Source: an optimization exercise on an open RTL-to-GDS flow (aim: small area). Production flows keep margins and buffers that such runs may drop.
RTL that was checked went through simulation tests only; none was proved equivalent to the original.
For run 1, only the layout was checked, not whether the RTL still works.
No activity file was given, so power comes from the tool's default toggle rates.

File: flow/flow/run.sh
#!/bin/bash
# Standard ORFS layout (the standard.sh), with two changes:
#  - CTS inserts no dummy loads and builds the tree from clkbuf_4 cells
#  - port buffering uses buf_1 cells (every port still gets its own buffer)
set -euo pipefail
bash standard.sh finish \
  "CTS_ARGS=-sink_clustering_enable -repair_clock_nets -dont_use_dummy_load -buf_list sky130_fd_sc_hd__clkbuf_4" \
  "BUFFER_PORTS_ARGS=-buffer_cell sky130_fd_sc_hd__buf_1" \
  > orfs_make.log 2>&1
File: flow/standard.sh
#!/bin/bash
# synth_recipe.tcl (not shown) runs the flow's synth.tcl, then flattens the netlist and writes it again
# the make line also repeats each setting of config.mk as NAME=value (left out here)
make -C /OpenROAD-flow-scripts/flow DESIGN_CONFIG=/design/flow/config.mk WORK_HOME=/design/flow/orfs CLKGATE_MAP_FILE= SYNTH_SCRIPT=/design/flow/synth_recipe.tcl "${@:-finish}"
File: flow/config.mk
export PLATFORM = sky130hd
export DESIGN_NAME = FIFO_sync
export DESIGN_NICKNAME = FIFO_sync
export VERILOG_FILES = /design/flow/design.v
export SDC_FILE = /design/flow/constraint.sdc
export NUM_CORES = 4
export LEC_CHECK = 0
export CAP_MARGIN = 0
export CORE_MARGIN = 2
export CORE_UTILIZATION = 40
export SLEW_MARGIN = 0
export SYNTH_HIERARCHICAL = 1
export SYNTH_MINIMUM_KEEP_SIZE = 0
File: flow/constraint.sdc
create_clock -name core_clock -period 4.0 [get_ports {clk}]
set_input_delay 0.8000 -clock core_clock [delete_from_list [all_inputs] [get_ports {clk}]]
set_output_delay 0.8000 -clock core_clock [all_outputs]
set_load 0.01 [all_outputs]
File: flow/design.v
module FIFO_sync
(
    input wire       clk,
    input wire       rst,
    input wire       wr_en,      
    input wire [7:0] din,        
    input wire       rd_en,      
    output reg       valid,      
    output reg [7:0] dout,       
    output wire      empty,      
    output wire      full        
    );
reg [7:0] mem[15:0];
reg [4:0] count;         
reg       valid_reg;
wire [3:0] lo_n, hi_n;
wire [15:0] rsel;
fifo_or2    u_l0 (.a(count[0]), .b(count[1]), .y(lo_n[0]));
fifo_nand2b u_l1 (.a_n(count[1]), .b(count[0]), .y(lo_n[1]));
fifo_nand2b u_l2 (.a_n(count[0]), .b(count[1]), .y(lo_n[2]));
fifo_nand2  u_l3 (.a(count[0]), .b(count[1]), .y(lo_n[3]));
fifo_or2    u_h0 (.a(count[2]), .b(count[3]), .y(hi_n[0]));
fifo_nand2b u_h1 (.a_n(count[3]), .b(count[2]), .y(hi_n[1]));
fifo_nand2b u_h2 (.a_n(count[2]), .b(count[3]), .y(hi_n[2]));
fifo_nand2  u_h3 (.a(count[2]), .b(count[3]), .y(hi_n[3]));
genvar k, b;
generate
    for (k = 0; k < 16; k = k + 1) begin : g_sel
        fifo_nor2 u_sel (.a(lo_n[k % 4]), .b(hi_n[k / 4]), .y(rsel[k]));
    end
endgenerate
assign full  = count[4];
fifo_nor3 u_empty (.a(lo_n[0]), .b(hi_n[0]), .c(count[4]), .y(empty));
wire wr_fire;    
wire rd_fire;    
fifo_nor2b u_wf (.a(count[4]), .b_n(wr_en), .y(wr_fire));
fifo_nor2b u_rf (.a(empty), .b_n(rd_en), .y(rd_fire));
wire       chg;
fifo_xor2 u_chg (.a(wr_fire), .b(rd_fire), .y(chg));
wire [3:0] same;       
wire [4:0] tgl;
fifo_xnor2 u_s0 (.a(wr_fire), .b(count[0]), .y(same[0]));
fifo_xnor2 u_s1 (.a(wr_fire), .b(count[1]), .y(same[1]));
fifo_xnor2 u_s2 (.a(wr_fire), .b(count[2]), .y(same[2]));
fifo_xnor2 u_s3 (.a(wr_fire), .b(count[3]), .y(same[3]));
assign tgl[0] = chg;
fifo_and2 u_t1 (.a(tgl[0]), .b(same[0]), .y(tgl[1]));
fifo_and2 u_t2 (.a(tgl[1]), .b(same[1]), .y(tgl[2]));
fifo_and2 u_t3 (.a(tgl[2]), .b(same[2]), .y(tgl[3]));
fifo_and2 u_t4 (.a(tgl[3]), .b(same[3]), .y(tgl[4]));
wire [4:0] count_nx;
genvar n;
generate
    for (n = 0; n < 5; n = n + 1) begin : g_cnt
        fifo_xor2 u_nx (.a(count[n]), .b(tgl[n]), .y(count_nx[n]));
    end
endgenerate
always @(posedge clk or posedge rst)
begin
    if (rst)
        count <= 5'd0;
    else
        count <= count_nx;
end
integer i;
always @(posedge clk)
begin
    if (wr_fire)
    begin
        mem[0] <= din;
        for (i = 1; i <= 15; i = i + 1)
            mem[i] <= mem[i-1];
    end
end
always @(posedge clk or posedge rst)
begin
    if (rst)
    begin
        valid_reg <= 1'b0;
        valid     <= 1'b0;
    end
    else
    begin
        valid_reg <= rd_fire;
        valid     <= valid_reg;
    end
end
wire [7:0] rdata;
generate
    for (b = 0; b < 8; b = b + 1) begin : g_rd
        wire [4:0] y;
        wire       y5, t;
        for (k = 0; k < 5; k = k + 1) begin : g_ao
            fifo_a222oi u_ao (
                .a1(mem[3*k][b]),   .b1(rsel[3*k]),
                .a2(mem[3*k+1][b]), .b2(rsel[3*k+1]),
                .a3(mem[3*k+2][b]), .b3(rsel[3*k+2]),
                .y(y[k]));
        end
        fifo_nand2 u_n15 (.a(mem[15][b]), .b(rsel[15]), .y(y5));
        fifo_and3  u_a3  (.a(y[3]), .b(y[4]), .c(y5), .y(t));
        fifo_nand4 u_n4  (.a(y[0]), .b(y[1]), .c(y[2]), .d(t), .y(rdata[b]));
    end
endgenerate
always @(posedge clk)
    dout <= rdata;
endmodule
module fifo_a222oi (input wire a1, b1, a2, b2, a3, b3, output wire y);
    assign y = ~((a1 & b1) | (a2 & b2) | (a3 & b3));
endmodule
module fifo_nand2 (input wire a, b, output wire y);
    assign y = ~(a & b);
endmodule
module fifo_nand2b (input wire a_n, b, output wire y);
    assign y = ~(~a_n & b);
endmodule
module fifo_or2 (input wire a, b, output wire y);
    assign y = a | b;
endmodule
module fifo_nor2 (input wire a, b, output wire y);
    assign y = ~(a | b);
endmodule
module fifo_and3 (input wire a, b, c, output wire y);
    assign y = a & b & c;
endmodule
module fifo_nand4 (input wire a, b, c, d, output wire y);
    assign y = ~(a & b & c & d);
endmodule
module fifo_xnor2 (input wire a, b, output wire y);
    assign y = ~(a ^ b);
endmodule
module fifo_and2 (input wire a, b, output wire y);
    assign y = a & b;
endmodule
module fifo_xor2 (input wire a, b, output wire y);
    assign y = a ^ b;
endmodule
module fifo_nor3 (input wire a, b, c, output wire y);
    assign y = ~(a | b | c);
endmodule
module fifo_nor2b (input wire a, b_n, output wire y);
    assign y = ~(a | ~b_n);
endmodule
==> impl_metrics.yaml, run 1 <==
placement:
  routabilityCongestion: 0.766
  dpl.hpwl_um: 5120
  pre_cts_slack_ns: 1.34
  port-buffer-count: 22
  placed_cells: 440
critical_path:
  cp_data_required_time_ns: 3.20
  crit_arrival_ns: 1.74
  worst-setup-path-type: "reg2out"
  cp_cell_sequence: "or2_1 -> nor3_2 -> buf_1"
  worst_path_dominant_cell_family: "simple AND/OR/NAND/NOR gates"
  critical_path.slowest_cell: "sky130_fd_sc_hd__dfrtp_1"
  cp_max_fo: 6
  crit_buf_inv: 1
  cp_slowest_stage_delay_ns: 0.45
  start_kind: "flip-flop"
  worstSetupEndpointType: "output port"
timing:
  final_hold_viol_count: 0
  hold_ws_ns: 0.210
  finalSetupViolations: 0
  timing.slew.headroom_pct: 48.5
  setup_repair_after_global_routing_missed_its_margin: "false"
  final-max-slew-violation-count: 0
  worst_clock_skew_ns: 0.0230
  final_worst_setup_slack_ns: 1.46
  min_period_ns: 2.54
  timing_worst_slew_pin_value_ns: 0.771
  share_of_the_cycle_needed_by_the_critical_path_after_routing_pct: 63.5
  max_clock_freq_mhz: 394
synth:
  postSynthAreaPerCell_um2: 20.0
  leading_area_contributor_after_synthesis: "sky130_fd_sc_hd__edfxtp_1"
  synth.yosys.warnings: 9
  synth_top_area_share_pct: 77.4
  synth-edff-count: 128
  netlist-cell-type-count: 16
  synth-seq-area-share_pct: 84.1
  post-synth-top-count-cell: "sky130_fd_sc_hd__edfxtp_1"
  post_synth_most_frequent_cells: "sky130_fd_sc_hd__edfxtp_1 (128), sky130_fd_sc_hd__a222oi_1 (40), sky130_fd_sc_hd__nor2_1 (16)"
  netlist_top_cells_area: "sky130_fd_sc_hd__edfxtp_1 (77%), sky130_fd_sc_hd__a222oi_1 (8.1%), sky130_fd_sc_hd__dfrtp_1 (3.5%)"
  synth_top_flop_cell: "sky130_fd_sc_hd__edfxtp_1"
  synthesis.instances: 249
  ys_seq_elements: 143
  async_reset_ff_share_pct: 4.90
  syn-cell-area_um2: 4970
  syn-num-nets: 261
power:
  power_per_cell_area_nw_per_um2: 687
  p_leak_nw: 1.71
  maximum_resistive_drop_on_vdd_uv: 550
  totalPowerFinal_mw: 3.72
global_route:
  grt_antenna_before_repair: 1
  global_route_congestion_overflow_total: 0
  grt_usage_pct: 13.0
  first_global_vias: 2361
  global_route_wire_length_before_repair_um: 12800
  pin_count_of_the_biggest_net_entering_global_routing: 110
clock_network:
  postCtsResizedCells: 0
  count_of_buffers_added_by_post_cts_timing_repair_for_setup: 0
  cts-root-buf: "sky130_fd_sc_hd__clkbuf_4"
  numClockSinks: 143
  tritoncts: "yes"
  cts_buffer_depth: 2
  clock_insertion_delay_worst_skew_ns: 0.50
  numCtsBuffers: 17
  total_number_of_h_tree_levels: 4
  cts_hold_buf: 0
  clkSlewWorstSetupHoldPaths_ns: 0.08
die:
  pin_count: 23
  die-height_um: 115
  chipWidth_um: 115
  floorplan.die_area_um2: 13300
  number_of_rows_in_the_core_area: 40
  placeableCoreArea_um2: 12100
  start_util_pct: 41.2
detailed_routing:
  via_per_inst: 5.50
  routed_wl_um: 8090
  route.detailed.drc: 0
  detail-route-antenna-nets: 0
  first_iter_violations: 391
  first_pass_iters: 9
  route.vias.total: 2519
  post_drt_wl_per_cell_um: 17.7
cells_and_area:
  fraction_of_layout_instances_using_a_drive_strength_above_1_pct: 8.30
  num-nets-final: 303
  registers.top_by_ff_count: "mem"
  instances_no_fill: 458
  registers_with_the_most_flip_flops: "mem x128, dout x8, count x5"
  synthToLayoutAreaGrowth_pct: 9.07
  largest_register_ff_count: 128
flow_run:
  cap_violations: 0
run_status:
  status: "no timing/DRC/antenna violations"
worst_hold_path:
  timing.hold.worst.class: "in2async"
-- modules after synthesis (local to each module, per instance), excerpt --
module       area (um2)  times used  flip-flops and latches
fifo_nand4         6.26           8                       0
fifo_nand2b        6.26           4                       0
fifo_nor2          3.75          16                       0
fifo_xor2          8.76           6                       0
fifo_nor2b         13.8           2                       0
fifo_a222oi        10.0          40                       0
FIFO_sync          4180           1                     143
fifo_nand2         3.75          10                       0
-- power by group --
group | internal [mW] | switching (mW)
clock | 0.195 | 0.400
sequential | 2.12 | 0.186
combinational | 0.287 | 0.535
-- stage by stage --
stage | instance area (um2) | util [%] | TNS, ns
finish | 5420 | 44.9 | 0
global route | 5420 | 44.9 | 0
CTS | 5420 | 44.9 | 0
detailed placement | 5290 | 43.8 | 0
global placement | 5290 | 43.8 | 0
floorplan | 4980 | - | -0.0437
-- worst register-to-register path, delay by kind of cell (launching register included) --
| kind | cells | cell delay [ns] |
|---|---|---|
| flops | 1 | 0.45 |
| xor+xnor | 2 | 0.30 |
| simple gates | 7 | 1.35 |
-- cells in the final DEF, fill, tap and decap left out --
cell type	instances
sky130_fd_sc_hd__clkbuf_4	17
sky130_fd_sc_hd__buf_12	1
sky130_fd_sc_hd__nor2b_4	2
sky130_fd_sc_hd__nand4_1	8
sky130_fd_sc_hd__nor3_2	1
sky130_fd_sc_hd__inv_1	1
sky130_fd_sc_hd__dfrtp_1	7
sky130_fd_sc_hd__edfxtp_1	128
sky130_fd_sc_hd__and2_1	1
sky130_fd_sc_hd__a222oi_1	40
sky130_fd_sc_hd__xor2_1	6
sky130_fd_sc_hd__buf_1	22
sky130_fd_sc_hd__nor2_1	16
sky130_fd_sc_hd__dfxtp_1	8
sky130_fd_sc_hd__or2_1	2
sky130_fd_sc_hd__xnor2_1	4
sky130_fd_sc_hd__nand2b_1	4
sky130_fd_sc_hd__and2_4	3
sky130_fd_sc_hd__and3_1	8
sky130_fd_sc_hd__nand2_1	10
sky130_fd_sc_hd__diode_2	1
-- per-layer routing --
layer	share of wire, %	up-vias	global-route usage, %
met3	5.6	9	3.92
met2	46	93	17.8
met1	46	1264	19.0
li1	-	1153	-
met5	0	-	0
met4	1.5	0	6.27
-- cell families (layout without fill, tap and decap cells) --
logic type,count (synthesis),count (layout),share of synthesized area (%)
flip-flops,143,143,84.1
AND/OR/NAND/NOR,55,55,5.99
AO/OA/AOI/OAI,40,40,8.06
XOR/XNOR,10,10,1.76
buffers and inverters,1,41,0.0755
other,0,1,0
-- final timing paths --
path,from,end,slack (ns),cells past startpoint
min in group core_clock,valid_reg,valid,0.35,0
max in group asynchronous,rst,count[3],3.57,2
min reg2reg,valid_reg,valid,0.35,0
min,rst,valid,0.21,2
max,count[1],empty,1.46,3
max reg2reg,count[1],count[4],1.78,9
-- cell type report --
type                       instances  area (um2)
antenna                            1        2.50
timing repair buffer              23         103
multi-input combinational        105         793
sequential                       143        4180
inverter                           1        3.75
clock buffer                      17         128
fill                            1036        6640
tap                              168         210
==> run 2: changes to the inputs <==
--- a/flow/design.v
+++ b/flow/design.v
@@ -30,31 +30,29 @@
     end
 endgenerate
 assign full  = count[4];
-fifo_nor3 u_empty (.a(lo_n[0]), .b(hi_n[0]), .c(count[4]), .y(empty));
+wire nz_lo;
+fifo_inv  u_nz    (.a(rsel[0]), .y(nz_lo));
+fifo_nor2 u_empty (.a(nz_lo), .b(count[4]), .y(empty));
 wire wr_fire;    
 wire rd_fire;    
-fifo_nor2b u_wf (.a(count[4]), .b_n(wr_en), .y(wr_fire));
-fifo_nor2b u_rf (.a(empty), .b_n(rd_en), .y(rd_fire));
-wire       chg;
-fifo_xor2 u_chg (.a(wr_fire), .b(rd_fire), .y(chg));
-wire [3:0] same;       
-wire [4:0] tgl;
-fifo_xnor2 u_s0 (.a(wr_fire), .b(count[0]), .y(same[0]));
-fifo_xnor2 u_s1 (.a(wr_fire), .b(count[1]), .y(same[1]));
-fifo_xnor2 u_s2 (.a(wr_fire), .b(count[2]), .y(same[2]));
-fifo_xnor2 u_s3 (.a(wr_fire), .b(count[3]), .y(same[3]));
-assign tgl[0] = chg;
-fifo_and2 u_t1 (.a(tgl[0]), .b(same[0]), .y(tgl[1]));
-fifo_and2 u_t2 (.a(tgl[1]), .b(same[1]), .y(tgl[2]));
-fifo_and2 u_t3 (.a(tgl[2]), .b(same[2]), .y(tgl[3]));
-fifo_and2 u_t4 (.a(tgl[3]), .b(same[3]), .y(tgl[4]));
+wire wr_en_n, rd_en_n;
+fifo_inv  u_wn (.a(wr_en), .y(wr_en_n));
+fifo_inv  u_rn (.a(rd_en), .y(rd_en_n));
+fifo_nor2 u_wf (.a(count[4]), .b(wr_en_n), .y(wr_fire));
+fifo_nor2 u_rf (.a(empty), .b(rd_en_n), .y(rd_fire));
+wire       chg;        
+wire       dn;         
+wire [3:0] cy;
 wire [4:0] count_nx;
-genvar n;
-generate
-    for (n = 0; n < 5; n = n + 1) begin : g_cnt
-        fifo_xor2 u_nx (.a(count[n]), .b(tgl[n]), .y(count_nx[n]));
-    end
-endgenerate
+fifo_xor2  u_chg (.a(wr_fire), .b(rd_fire), .y(chg));
+wire       rd_fire_n;
+fifo_inv   u_rfn (.a(rd_fire), .y(rd_fire_n));
+fifo_nor2  u_dn  (.a(wr_fire), .b(rd_fire_n), .y(dn));
+fifo_ha    u_c0  (.a(count[0]), .b(chg), .s(count_nx[0]), .co(cy[0]));
+fifo_fa    u_c1  (.a(count[1]), .b(dn), .ci(cy[0]), .s(count_nx[1]), .co(cy[1]));
+fifo_fa    u_c2  (.a(count[2]), .b(dn), .ci(cy[1]), .s(count_nx[2]), .co(cy[2]));
+fifo_fa    u_c3  (.a(count[3]), .b(dn), .ci(cy[2]), .s(count_nx[3]), .co(cy[3]));
+fifo_o21ba u_c4  (.a1(count[4]), .a2(cy[3]), .b1_n(dn), .x(count_nx[4]));
 always @(posedge clk or posedge rst)
 begin
     if (rst)
@@ -126,18 +124,18 @@
 module fifo_nand4 (input wire a, b, c, d, output wire y);
     assign y = ~(a & b & c & d);
 endmodule
-module fifo_xnor2 (input wire a, b, output wire y);
-    assign y = ~(a ^ b);
-endmodule
-module fifo_and2 (input wire a, b, output wire y);
-    assign y = a & b;
-endmodule
 module fifo_xor2 (input wire a, b, output wire y);
     assign y = a ^ b;
 endmodule
-module fifo_nor3 (input wire a, b, c, output wire y);
-    assign y = ~(a | b | c);
+module fifo_ha (input wire a, b, output wire s, co);
+    assign {co, s} = a + b;
 endmodule
-module fifo_nor2b (input wire a, b_n, output wire y);
-    assign y = ~(a | ~b_n);
+module fifo_fa (input wire a, b, ci, output wire s, co);
+    assign {co, s} = a + b + ci;
 endmodule
+module fifo_o21ba (input wire a1, a2, b1_n, output wire x);
+    assign x = (a1 | a2) & ~b1_n;
+endmodule
+module fifo_inv (input wire a, output wire y);
+    assign y = ~a;
+endmodule
==> flow/flow/run.sh (replaced) <==
#!/bin/bash
# Standard ORFS layout (the standard.sh), with these changes:
#  - CTS inserts no dummy loads and builds the tree from clkbuf_4 cells
#  - port buffering uses buf_1 cells (every port still gets its own buffer)
#  - no pre-placement timing repair at floorplan (it sizes up gates against
#    wire-load estimates; placement-based repair still runs later)
set -euo pipefail
bash standard.sh finish \
  "CTS_ARGS=-sink_clustering_enable -repair_clock_nets -dont_use_dummy_load -buf_list sky130_fd_sc_hd__clkbuf_4" \
  "BUFFER_PORTS_ARGS=-buffer_cell sky130_fd_sc_hd__buf_1" \
  "REMOVE_ABC_BUFFERS=1" \
  > orfs_make.log 2>&1
--- a/flow/config.mk
+++ b/flow/config.mk
@@ -5,9 +5,9 @@
 export SDC_FILE = /design/flow/constraint.sdc
 export NUM_CORES = 4
 export LEC_CHECK = 0
-export CAP_MARGIN = 0
+export CAP_MARGIN = 20
 export CORE_MARGIN = 2
 export CORE_UTILIZATION = 40
-export SLEW_MARGIN = 0
+export SLEW_MARGIN = 20
 export SYNTH_HIERARCHICAL = 1
 export SYNTH_MINIMUM_KEEP_SIZE = 0
==> impl_metrics.yaml, run 2 <==
clock_network:
  count_of_buffers_added_by_post_cts_timing_repair_for_setup: 0
  cts-root-buf: "sky130_fd_sc_hd__clkbuf_4"
  cts_buffer_depth: 2
  total_number_of_h_tree_levels: 4
  numClockSinks: 143
  clkSlewWorstSetupHoldPaths_ns: 0.10
  numCtsBuffers: 17
  clock_insertion_delay_worst_skew_ns: 0.51
  postCtsResizedCells: 0
  cts_hold_buf: 0
  tritoncts: "yes"
placement:
  port-buffer-count: 22
  routabilityCongestion: 0.786
  dpl.hpwl_um: 5260
  placed_cells: 418
worst_hold_path:
  timing.hold.worst.class: "in2async"
global_route:
  pin_count_of_the_biggest_net_entering_global_routing: 80
  grt_antenna_before_repair: 0
  global_route_congestion_overflow_total: 0
  first_global_vias: 2394
  global_route_wire_length_before_repair_um: 13000
  grt_usage_pct: 13.6
detailed_routing:
  first_iter_violations: 430
  detail-route-antenna-nets: 0
  route.vias.total: 2535
  first_pass_iters: 8
  route.detailed.drc: 0
  via_per_inst: 5.83
  routed_wl_um: 8220
  post_drt_wl_per_cell_um: 18.9
cells_and_area:
  largest_register_ff_count: 128
  multi_input_area_um2: 749
  layout.core_utilization_pct: 44.7
  fraction_of_layout_instances_using_a_drive_strength_above_1_pct: 7.29
  layout_commonest_cell: "sky130_fd_sc_hd__edfxtp_1"
  synthToLayoutAreaGrowth_pct: 8.59
  antenna_cells: 0
  final_cell_mix: "sky130_fd_sc_hd__edfxtp_1 (128), sky130_fd_sc_hd__a222oi_1 (40), sky130_fd_sc_hd__buf_1 (22)"
  registers_with_the_most_flip_flops: "mem x128, dout x8, count x5"
  registers.top_by_ff_count: "mem"
  filler_cells_inserted: 1071
  sequential_cell_area_um2: 4180
  num-nets-final: 306
  instances_no_fill: 435
critical_path:
  worst-setup-path-type: "reg2reg"
  worstSetupStartpoint: "count[1]"
  worstRegToRegCells: 12
  cp_data_required_time_ns: 4.40
  worstSetupEndpointType: "flip-flop"
  worst-r2r-setup-slack_ns: 0.93
  r2r_end: "count[4]"
  cp_max_fo: 9
  crit_arrival_ns: 3.47
  rr_startpoint: "count[1]"
  timing_endpoint_of_the_critical_path: "count[4]"
  start_kind: "flip-flop"
synth:
  async_reset_ff_share_pct: 4.90
  ys_seq_elements: 143
  synth.yosys.warnings: 9
  synth-seq-area-share_pct: 84.6
  netlist_top_cells_area: "sky130_fd_sc_hd__edfxtp_1 (78%), sky130_fd_sc_hd__a222oi_1 (8.1%), sky130_fd_sc_hd__dfrtp_1 (3.5%)"
  postSynthAreaPerCell_um2: 20.1
  leading_area_contributor_after_synthesis: "sky130_fd_sc_hd__edfxtp_1"
  synth_top_area_share_pct: 77.8
  synth-edff-count: 128
  synthesis.instances: 246
  synth_top_flop_cell: "sky130_fd_sc_hd__edfxtp_1"
  post-synth-top-count-cell: "sky130_fd_sc_hd__edfxtp_1"
  post_synth_most_frequent_cells: "sky130_fd_sc_hd__edfxtp_1 (128), sky130_fd_sc_hd__a222oi_1 (40), sky130_fd_sc_hd__nor2_1 (20)"
  syn-cell-area_um2: 4940
  netlist-cell-type-count: 15
die:
  pin_count: 23
  start_util_pct: 41.1
  placeableCoreArea_um2: 12000
  chipWidth_um: 115
  die-height_um: 115
  number_of_rows_in_the_core_area: 40
  floorplan.die_area_um2: 13300
power:
  maximum_resistive_drop_on_vdd_uv: 280
  power_per_cell_area_nw_per_um2: 687
  p_leak_nw: 1.72
timing:
  timing.slew.headroom_pct: 36.3
  finalSetupViolations: 0
  min_period_ns: 3.07
  hold_ws_ns: 0.193
  setup_repair_after_global_routing_missed_its_margin: "false"
  max_clock_freq_mhz: 325
  final_hold_viol_count: 0
  share_of_the_cycle_needed_by_the_critical_path_after_routing_pct: 76.9
  worst_clock_skew_ns: 0.0251
  timing_worst_slew_pin_value_ns: 0.956
  final-max-slew-violation-count: 0
run_status:
  status: "no timing/DRC/antenna violations"
flow_run:
  cap_violations: 0
[run 2: cell types whose count changed after synthesis, sizes merged, moves of 2 or more]
cell / change
fa: +3
xnor2: -4
xor2: -5
nor2: +4
nor2b: -2
and2: -4
inv: +4
[run 2: modules after synthesis, one instance, submodules excluded, a selection]
module,cells,copies in the design
fifo_nand2b,1,4
FIFO_sync,144,1
fifo_fa,1,3
fifo_nand2,1,10
fifo_xor2,1,1
fifo_a222oi,1,40
fifo_nor2,1,20
fifo_nand4,1,8
fifo_o21ba,1,1
fifo_or2,1,2
fifo_inv,1,4
fifo_and3,1,8
[run 2: layer usage]
metal | part of all wire, % | vias up | track usage [%] | wire length (um)
met5 | 0 | - | 0 | 0
met4 | 1.1 | 0 | 6.27 | 91
met3 | 6.4 | 8 | 4.74 | 530
met2 | 46 | 103 | 19.4 | 3810
met1 | 46 | 1287 | 18.8 | 3790
li1 | - | 1137 | - | -
[run 2: area by class of cell]
cell class | count | area share, %
flip-flops and latches | 143 | 77.9
multi-input cells | 98 | 14.0
clock buffers | 17 | 2.38
inverters | 5 | 0.350
repair buffers | 25 | 1.96
well taps | 147 | 3.43
[run 2: cell families after synthesis]
family / synth area share, %
fa+ha+maj: 1.47
buf+inv: 0.380
compound gates: 8.31
simple gates: 5.07
flops: 84.6
xor+xnor: 0.177
[run 2: where the power goes]
group | switching (mW) | internal, mW | leakage (nW)
sequential | 0.182 | 2.12 | 1.36
combinational | 0.524 | 0.262 | 0.280
clock | 0.401 | 0.194 | 0.0782
[run 2: worst min path at each step]
stage                          end  cells after the start  slack (ns)
after detailed placement     valid                      0        0.34
after global routing      count[1]                      2        0.16
after CTS                 count[1]                      2        0.15
after floorplan              valid                      0        0.33
after global placement       valid                      0        0.34
final                     count[1]                      2        0.19
[run 2: metrics by stage]
| step | area, um2 | TNS, ns | power [mW] | setup slack, ns |
|---|---|---|---|---|
| finish | 5360 | 0 | 3.69 | 0.925 |
| CTS | 5360 | 0 | 3.73 | 0.925 |
| floorplan | 4940 | -382.00 | 2.84 | -4.97 |
| detailed placement | 5240 | 0 | 3.12 | 0.935 |
| global route | 5360 | 0 | 3.90 | 0.718 |
| global placement | 5240 | 0 | 3.09 | 1.01 |
[run 2: critical path: stages, from the launching register on]
cell                      delay (ns)
sky130_fd_sc_hd__dfrtp_1        0.44
sky130_fd_sc_hd__or2_1          0.30
sky130_fd_sc_hd__nor2_1         0.11
sky130_fd_sc_hd__buf_4          0.18
sky130_fd_sc_hd__inv_1          0.05
sky130_fd_sc_hd__nor2_1         0.11
sky130_fd_sc_hd__nor2_1         0.09
sky130_fd_sc_hd__xor2_1         0.17
sky130_fd_sc_hd__ha_1           0.19
sky130_fd_sc_hd__fa_1           0.38
sky130_fd_sc_hd__fa_1           0.39
sky130_fd_sc_hd__fa_1           0.37
sky130_fd_sc_hd__o21ba_1        0.18
==> run 3: changes to the inputs <==
--- a/flow/design.v
+++ b/flow/design.v
@@ -60,16 +60,21 @@
     else
         count <= count_nx;
 end
-integer i;
-always @(posedge clk)
-begin
-    if (wr_fire)
-    begin
-        mem[0] <= din;
-        for (i = 1; i <= 15; i = i + 1)
-            mem[i] <= mem[i-1];
+wire wr_hold;
+fifo_inv u_wh (.a(wr_fire), .y(wr_hold));
+wire [7:0] mem_nx [15:0];
+genvar r;
+generate
+    for (r = 0; r < 16; r = r + 1) begin : g_row
+        wire [7:0] src = (r == 0) ? din : mem[(r == 0) ? 0 : r - 1];
+        for (b = 0; b < 8; b = b + 1) begin : g_bit
+            fifo_a22o u_hold (.a1(mem[r][b]), .a2(wr_hold), .b1(src[b]), .b2(wr_fire),
+                              .x(mem_nx[r][b]));
+        end
+        always @(posedge clk)
+            mem[r] <= mem_nx[r];
     end
-end
+endgenerate
 always @(posedge clk or posedge rst)
 begin
     if (rst)
@@ -139,3 +144,6 @@
 module fifo_inv (input wire a, output wire y);
     assign y = ~a;
 endmodule
+module fifo_a22o (input wire a1, a2, b1, b2, output wire x);
+    assign x = (a1 & a2) | (b1 & b2);
+endmodule
==> impl_metrics.yaml, run 3 <==
synth:
  postSynthAreaPerCell_um2: 12.8
  synth.yosys.warnings: 9
  post_synth_most_frequent_cells: "sky130_fd_sc_hd__dfxtp_1 (136), sky130_fd_sc_hd__a22o_1 (128), sky130_fd_sc_hd__a222oi_1 (40)"
  netlist_top_cells_area: "sky130_fd_sc_hd__dfxtp_1 (57%), sky130_fd_sc_hd__a22o_1 (23%), sky130_fd_sc_hd__a222oi_1 (8.4%)"
  synthesis.instances: 375
  syn-cell-area_um2: 4780
  async_reset_ff_share_pct: 4.90
  synth-seq-area-share_pct: 60.6
  synth_top_flop_cell: "sky130_fd_sc_hd__dfxtp_1"
  ys_seq_elements: 143
  synth_top_area_share_pct: 56.9
  leading_area_contributor_after_synthesis: "sky130_fd_sc_hd__dfxtp_1"
  post-synth-top-count-cell: "sky130_fd_sc_hd__dfxtp_1"
  netlist-cell-type-count: 15
  synth-edff-count: 0
flow_run:
  cap_violations: 0
detailed_routing:
  via_per_inst: 6.14
  detail-route-antenna-nets: 0
  routed_wl_um: 9890
  route.detailed.drc: 0
  route.vias.total: 3456
  first_iter_violations: 364
  first_pass_iters: 9
  post_drt_wl_per_cell_um: 17.6
global_route:
  grt_antenna_before_repair: 1
  global_route_congestion_overflow_total: 0
  first_global_vias: 3078
  grt_usage_pct: 15.8
  global_route_wire_length_before_repair_um: 16100
  pin_count_of_the_biggest_net_entering_global_routing: 69
clock_network:
  clkSlewWorstSetupHoldPaths_ns: 0.10
  cts_hold_buf: 0
  count_of_buffers_added_by_post_cts_timing_repair_for_setup: 0
  cts-root-buf: "sky130_fd_sc_hd__clkbuf_4"
  numClockSinks: 143
  postCtsResizedCells: 0
  clock_insertion_delay_worst_skew_ns: 0.51
  total_number_of_h_tree_levels: 4
  numCtsBuffers: 17
  tritoncts: "yes"
  cts_buffer_depth: 2
die:
  die-height_um: 113
  chipWidth_um: 113
  placeableCoreArea_um2: 11600
  start_util_pct: 41.4
  pin_count: 23
  number_of_rows_in_the_core_area: 39
  floorplan.die_area_um2: 12800
critical_path:
  crit_arrival_ns: 3.53
  worstSetupEndpointType: "flip-flop"
  cp_cell_sequence: "or2_1 -> nor2_1 -> buf_4 -> inv_1 -> nor2_1 -> nor2_1 -> xor2_1 -> ha_1 -> fa_1 -> fa_1 -> fa_1 -> o21ba_1"
  worst-setup-path-type: "reg2reg"
  critical_path.slowest_cell: "sky130_fd_sc_hd__dfrtp_1"
  cp_data_required_time_ns: 4.40
  cp_slowest_stage_delay_ns: 0.45
  cp_max_fo: 9
  start_kind: "flip-flop"
  worstRegToRegCells: 12
cells_and_area:
  registers_with_the_most_flip_flops: "mem x128, dout x8, count x5"
  layout_commonest_cell: "sky130_fd_sc_hd__dfxtp_1"
  filler_cells_inserted: 1039
  postLayoutCellArea_um2: 5220
  num-nets-final: 437
  synthToLayoutAreaGrowth_pct: 9.16
  final_cell_mix: "sky130_fd_sc_hd__dfxtp_1 (136), sky130_fd_sc_hd__a22o_1 (128), sky130_fd_sc_hd__a222oi_1 (40)"
  fraction_of_layout_instances_using_a_drive_strength_above_1_pct: 5.73
  largest_register_ff_count: 128
  registers.top_by_ff_count: "mem"
timing:
  finalSetupViolations: 0
  final_worst_setup_slack_ns: 0.872
  share_of_the_cycle_needed_by_the_critical_path_after_routing_pct: 78.2
  min_period_ns: 3.13
  setup_repair_after_global_routing_missed_its_margin: "false"
  final_hold_viol_count: 0
  final-max-slew-violation-count: 0
  worst_clock_skew_ns: 0.0308
  timing.slew.headroom_pct: 52.5
  max_clock_freq_mhz: 320
  timing_worst_slew_pin_value_ns: 0.710
worst_hold_path:
  timing.hold.worst.class: "in2async"
placement:
  dpl_cell_area_um2: 5090
  pre_cts_slack_ns: 0.861
  dpl.hpwl_um: 6160
  routabilityCongestion: 0.727
  port-buffer-count: 22
power:
  pwr-share-clk_pct: 13.4
  power.sequential.fraction_pct: 57.6
  p_leak_nw: 1.98
  maximum_resistive_drop_on_vdd_uv: 336
  switching_share_pct: 34.3
  internal_power_mw: 2.95
  power_per_cell_area_nw_per_um2: 861
  p_sw_mw: 1.54
  totalPowerFinal_mw: 4.49
  combPwrFrac_pct: 29.0
run_status:
  status: "no timing/DRC/antenna violations"
==> run 3: cell types whose count changed after synthesis <==
cell / previous run / this run
sky130_fd_sc_hd__edfxtp_1: 128 / 0
sky130_fd_sc_hd__a22o_1: 0 / 128
sky130_fd_sc_hd__dfxtp_1: 8 / 136
sky130_fd_sc_hd__inv_1: 5 / 6
==> run 3: worst max-delay path, delay by kind of cell, from the launching register on <==
kind / cells / cell delay [ns]
adder cells (fa/ha/maj): 4 / 1.35
AND/OR/NAND/NOR: 4 / 0.65
flip-flops: 1 / 0.45
buffers and inverters: 2 / 0.24
AO/OA/AOI/OAI: 1 / 0.19
XOR/XNOR: 1 / 0.16
==> run 3: per-stage QoR <==
step | instances | util, % | TNS, ns | hold WS, ns
after floorplan | 375 | - | -686.64 | 0.331
after global placement | 545 | 44.0 | 0 | 0.335
after detailed placement | 545 | 44.0 | 0 | 0.343
after CTS | 562 | 45.1 | 0 | 0.129
after global routing | 563 | 45.1 | 0 | 0.153
final | 563 | 45.1 | 0 | 0.177
==> run 3: area by class of cell <==
cell class                 count  area, um2  area share, %
antenna                        1       2.50         0.0479
clock buffer                  17        128           2.44
inverter                       6       23.8          0.455
multi-input combinational    226       1870           35.8
sequential                   143       2900           55.5
tap                          143        179           3.43
timing repair buffer          27        120           2.30
==> run 3: path summary, 6_finish.rpt <==
kind / end / slack (ns) / startpoint
worst max-delay path: count[4] / 0.87 / count[3]
worst min-delay path: count[3] / 0.18 / rst
worst max register to register: count[4] / 0.87 / count[3]
worst min register to register: valid / 0.35 / valid_reg
max in group asynchronous: valid_reg / 3.59 / rst
min in group core_clock: valid / 0.35 / valid_reg
==> run 3: cells by family (layout without fill, tap and decap cells) <==
group | after synthesis | after routing | synth area share [%]
XOR/XNOR | 1 | 1 | 0.183
flip-flops | 143 | 143 | 60.6
AO/OA/AOI/OAI | 169 | 169 | 32.0
AND/OR/NAND/NOR | 52 | 52 | 5.23
other | 0 | 1 | 0
adder cells (fa/ha/maj) | 4 | 4 | 1.52
buffers and inverters | 6 | 50 | 0.471
==> run 3: power by group through the flow <==
stage / sequential [mW] / combinational, mW / clock (mW)
detailed placement: 2.61 / 1.31 / 0
global route: 2.68 / 1.43 / 0.692
finish: 2.59 / 1.30 / 0.601
CTS: 2.58 / 1.31 / 0.630
global placement: 2.57 / 1.26 / 0
floorplan: 2.49 / 1.02 / 0
==> run 3: routing by layer <==
layer	global-route usage (%)	part of all wire, %	vias up
met5	0	0	-
met4	6.10	0.93	0
met3	4.34	3.5	8
met2	21.8	45	83
met1	23.5	51	1698
li1	-	-	1667
==> run 3: modules after synthesis, one instance, submodules excluded, a selection <==
module       copies in the design  cell area (um2)
fifo_xor2                       1             8.76
fifo_and3                       8             6.26
fifo_nand4                      8             6.26
fifo_nor2                      20             3.75
fifo_a222oi                    40             10.0
fifo_nand2b                     4             6.26
==> run 4: changes to the inputs <==
==> flow/run.sh (new file) <==
#!/bin/bash
# synth_recipe.tcl (not shown) runs the flow's synth.tcl, then flattens the netlist and writes it again
# the make line also repeats each setting of config.mk as NAME=value (left out here)
make -C /OpenROAD-flow-scripts/flow DESIGN_CONFIG=/design/flow/config.mk WORK_HOME=/design/flow/orfs CLKGATE_MAP_FILE= SYNTH_SCRIPT=/design/flow/synth_recipe.tcl finish
--- a/flow/config.mk
+++ b/flow/config.mk
@@ -8,6 +8,7 @@
 export CAP_MARGIN = 20
 export CORE_MARGIN = 2
 export CORE_UTILIZATION = 40
+export CTS_BUF_LIST = sky130_fd_sc_hd__clkbuf_4
 export SLEW_MARGIN = 20
 export SYNTH_HIERARCHICAL = 1
 export SYNTH_MINIMUM_KEEP_SIZE = 0
removed: flow/flow/run.sh
removed: flow/standard.sh
==> impl_metrics.yaml, run 4 <==
run_status:
  status: "no timing/DRC/antenna violations"
synth:
  post-synth-top-count-cell: "sky130_fd_sc_hd__dfxtp_1"
  synth_top_area_share_pct: 56.9
  syn-num-nets: 391
  syn-cell-area_um2: 4780
  synthesis.instances: 375
  synth-edff-count: 0
  netlist_top_cells_area: "sky130_fd_sc_hd__dfxtp_1 (57%), sky130_fd_sc_hd__a22o_1 (23%), sky130_fd_sc_hd__a222oi_1 (8.4%)"
  post_synth_most_frequent_cells: "sky130_fd_sc_hd__dfxtp_1 (136), sky130_fd_sc_hd__a22o_1 (128), sky130_fd_sc_hd__a222oi_1 (40)"
  postSynthAreaPerCell_um2: 12.8
  synth-seq-area-share_pct: 60.6
  leading_area_contributor_after_synthesis: "sky130_fd_sc_hd__dfxtp_1"
  netlist-cell-type-count: 15
  async_reset_ff_share_pct: 4.90
  synth_top_flop_cell: "sky130_fd_sc_hd__dfxtp_1"
  ys_seq_elements: 143
  synth.yosys.warnings: 9
clock_network:
  numClockSinks: 143
  total_number_of_h_tree_levels: 4
  clock_insertion_delay_worst_skew_ns: 0.49
  numCtsBuffers: 17
  tritoncts: "yes"
  postCtsResizedCells: 0
  cts_hold_buf: 0
  cts_buffer_depth: 2
  cts-root-buf: "sky130_fd_sc_hd__clkbuf_4"
  count_of_buffers_added_by_post_cts_timing_repair_for_setup: 0
  clkSlewWorstSetupHoldPaths_ns: 0.11
die:
  placeableCoreArea_um2: 11600
  die-height_um: 113
  floorplan.die_area_um2: 12800
  number_of_rows_in_the_core_area: 39
  pin_count: 23
  chipWidth_um: 113
  start_util_pct: 41.4
cells_and_area:
  registers_with_the_most_flip_flops: "mem x128, dout x8, count x5"
  fraction_of_layout_instances_using_a_drive_strength_above_1_pct: 9.45
  synthToLayoutAreaGrowth_pct: 15.2
  largest_register_ff_count: 128
  num-nets-final: 437
  registers.top_by_ff_count: "mem"
  layout.core_utilization_pct: 47.6
  final_cell_mix: "sky130_fd_sc_hd__dfxtp_1 (136), sky130_fd_sc_hd__a22o_1 (128), sky130_fd_sc_hd__a222oi_1 (40)"
  layout_commonest_cell: "sky130_fd_sc_hd__dfxtp_1"
detailed_routing:
  first_pass_iters: 6
  routed_wl_um: 9810
  post_drt_wl_per_cell_um: 17.0
  via_per_inst: 6.03
  route.vias.total: 3483
  first_iter_violations: 350
  detail-route-antenna-nets: 0
  route.detailed.drc: 0
timing:
  timing_worst_slew_pin_value_ns: 0.888
  timing.slew.headroom_pct: 40.8
  worst_clock_skew_ns: 0.0125
  setup_repair_after_global_routing_missed_its_margin: "false"
  finalSetupViolations: 0
  final-max-slew-violation-count: 0
  final_hold_viol_count: 0
  max_clock_freq_mhz: 321
  min_period_ns: 3.11
  final_worst_setup_slack_ns: 0.886
  share_of_the_cycle_needed_by_the_critical_path_after_routing_pct: 77.8
flow_run:
  cap_violations: 0
critical_path:
  cp_data_required_time_ns: 4.39
  cp_cell_sequence: "or2_1 -> nor2_1 -> buf_4 -> inv_1 -> nor2_1 -> nor2_1 -> xor2_1 -> ha_1 -> fa_2 -> fa_2 -> fa_2 -> o21ba_1"
  start_kind: "flip-flop"
  cp_max_fo: 9
  worst-setup-path-type: "reg2reg"
  crit_arrival_ns: 3.51
  cp_slowest_stage_delay_ns: 0.45
  worstSetupEndpointType: "flip-flop"
  critical_path.slowest_cell: "sky130_fd_sc_hd__dfrtp_1"
global_route:
  pin_count_of_the_biggest_net_entering_global_routing: 89
  grt_usage_pct: 16.0
  grt_antenna_before_repair: 1
  first_global_vias: 3191
  global_route_wire_length_before_repair_um: 16400
  global_route_congestion_overflow_total: 0
placement:
  port-buffer-count: 22
  pre_cts_slack_ns: 0.710
  routabilityCongestion: 0.732
  dpl.hpwl_um: 6160
worst_hold_path:
  timing.hold.worst.class: "reg2reg"
power:
  maximum_resistive_drop_on_vdd_uv: 409
  p_leak_nw: 2.11
  power_per_cell_area_nw_per_um2: 867
  totalPowerFinal_mw: 4.78
-- run 4: cell counts after synthesis --
No cell type changed its count.
-- run 4: metal layers --
| metal | wire [um] | up-vias | GRT usage [%] |
|---|---|---|---|
| li1 | - | 1682 | - |
| met1 | 5010 | 1709 | 23.6 |
| met2 | 4310 | 86 | 22.6 |
| met3 | 386 | 6 | 3.75 |
| met4 | 107 | 0 | 6.26 |
| met5 | 0 | - | 0 |
-- run 4: power by group --
| part | internal [mW] | switching (mW) | total, mW |
|---|---|---|---|
| clock network | 0.366 | 0.473 | 0.839 |
| logic | 0.713 | 0.636 | 1.35 |
| registers | 2.09 | 0.499 | 2.59 |
| total | 3.17 | 1.61 | 4.78 |
-- run 4: path summary, 6_finish.rpt --
kind,from,end,slack [ns],depth (start not counted)
min,valid_reg,valid,0.36,0
max in group asynchronous,rst,count[2],3.26,2
min in group asynchronous,rst,count[4],0.53,2
max reg2reg,count[3],count[4],0.89,12
min reg2reg,valid_reg,valid,0.36,0
max,count[3],count[4],0.89,12
-- run 4: final cells by class --
class | count | area, um2
sequential | 143 | 2900
timing repair buffer | 27 | 258
inverter | 6 | 36.3
multi-input combinational | 226 | 1880
tap | 143 | 179
clock inverter | 14 | 124
clock buffer | 18 | 135
antenna | 1 | 2.50
fill | 1054 | 6050
-- run 4: cells by family after synthesis --
group / synth area share, %
AOI/OAI and AO/OA: 32.0
buffers and inverters: 0.471
and+or+nand+nor: 5.23
xor gates and xnor gates: 0.183
adders and majority gates: 1.52
DFF: 60.6
-- run 4: metrics by stage --
step | setup TNS, ns | cell area (um2) | hold slack [ns] | instances
2_1_floorplan | -95.41 | 4810 | 0.331 | 375
3_3_place_gp | 0 | 5250 | 0.338 | 545
3_5_place_dp | 0 | 5250 | 0.342 | 545
4_1_cts | 0 | 5510 | 0.367 | 577
5_1_grt | 0 | 5510 | 0.369 | 578
6_report | 0 | 5510 | 0.364 | 578
-- run 4: Yosys stat by module (local to each module, per instance), excerpt --
| module | copies in the design | flops+latches | cell area [um2] | cells inside |
|---|---|---|---|---|
| FIFO_sync | 1 | 143 | 2900 | 144 |
| fifo_nand2 | 10 | 0 | 3.75 | 1 |
| fifo_xor2 | 1 | 0 | 8.76 | 1 |
| fifo_nand4 | 8 | 0 | 6.26 | 1 |
| fifo_fa | 3 | 0 | 20.0 | 1 |
| fifo_inv | 5 | 0 | 3.75 | 1 |
| fifo_a222oi | 40 | 0 | 10.0 | 1 |
| fifo_nand2b | 4 | 0 | 6.26 | 1 |
| fifo_ha | 1 | 0 | 12.5 | 1 |
| fifo_o21ba | 1 | 0 | 10.0 | 1 |
| fifo_and3 | 8 | 0 | 6.26 | 1 |
-- run 4: worst max-delay path, delay by kind of cell, from the launching register on --
kind	cells	cell delay (ns)
buffers and inverters	2	0.23
xor gates and xnor gates	1	0.16
adders and majority gates	4	1.36
DFF	1	0.45
and+or+nand+nor	4	0.64
AOI/OAI and AO/OA	1	0.17

-- afterwards: timing with drivers on the ports --
In the flow no input, the clock included, has a driving cell. The finished layouts below were timed again as built, in two steps. Step 1 (the two cells are an assumption about what drives the block):
set clk [get_ports {clk}]
set_driving_cell -lib_cell sky130_fd_sc_hd__clkbuf_16 $clk
set_driving_cell -lib_cell sky130_fd_sc_hd__buf_2 [delete_from_list [all_inputs] $clk]
Step 2 moves the port delays by t, midway between the first and last clock arrival at a register: inputs arrive t later, outputs are due t later. That takes back most of the time a late clock gives input paths. Three values: ideal, step 1, step 2; two values: the first two.
| run | t, ns | slack for setup (ns) | worst setup path after step 2 | latest minus earliest clock arrival (ns) | worst slew at a driven data input, ns |
|---|---|---|---|---|---|
| run 1 | 0.514 | 1.460 / 1.430 / 1.346 | input to register | 0.024 / 0.024 | 0.03 |
| run 2 | 0.530 | 0.925 / 0.925 / 0.925 | register to register | 0.028 / 0.029 | 0.03 |
| run 3 | 0.530 | 0.872 / 0.872 / 0.872 | register to register | 0.037 / 0.037 | 0.03 |
| run 4 | 0.518 | 0.886 / 0.886 / 0.725 | input to register | 0.013 / 0.013 | 0.04 |
After both steps setup and hold are still met in every run listed. For run 4, which loses most, drivers alone change the setup slack by 0.000 ns; drivers and shift together by -0.161 ns.
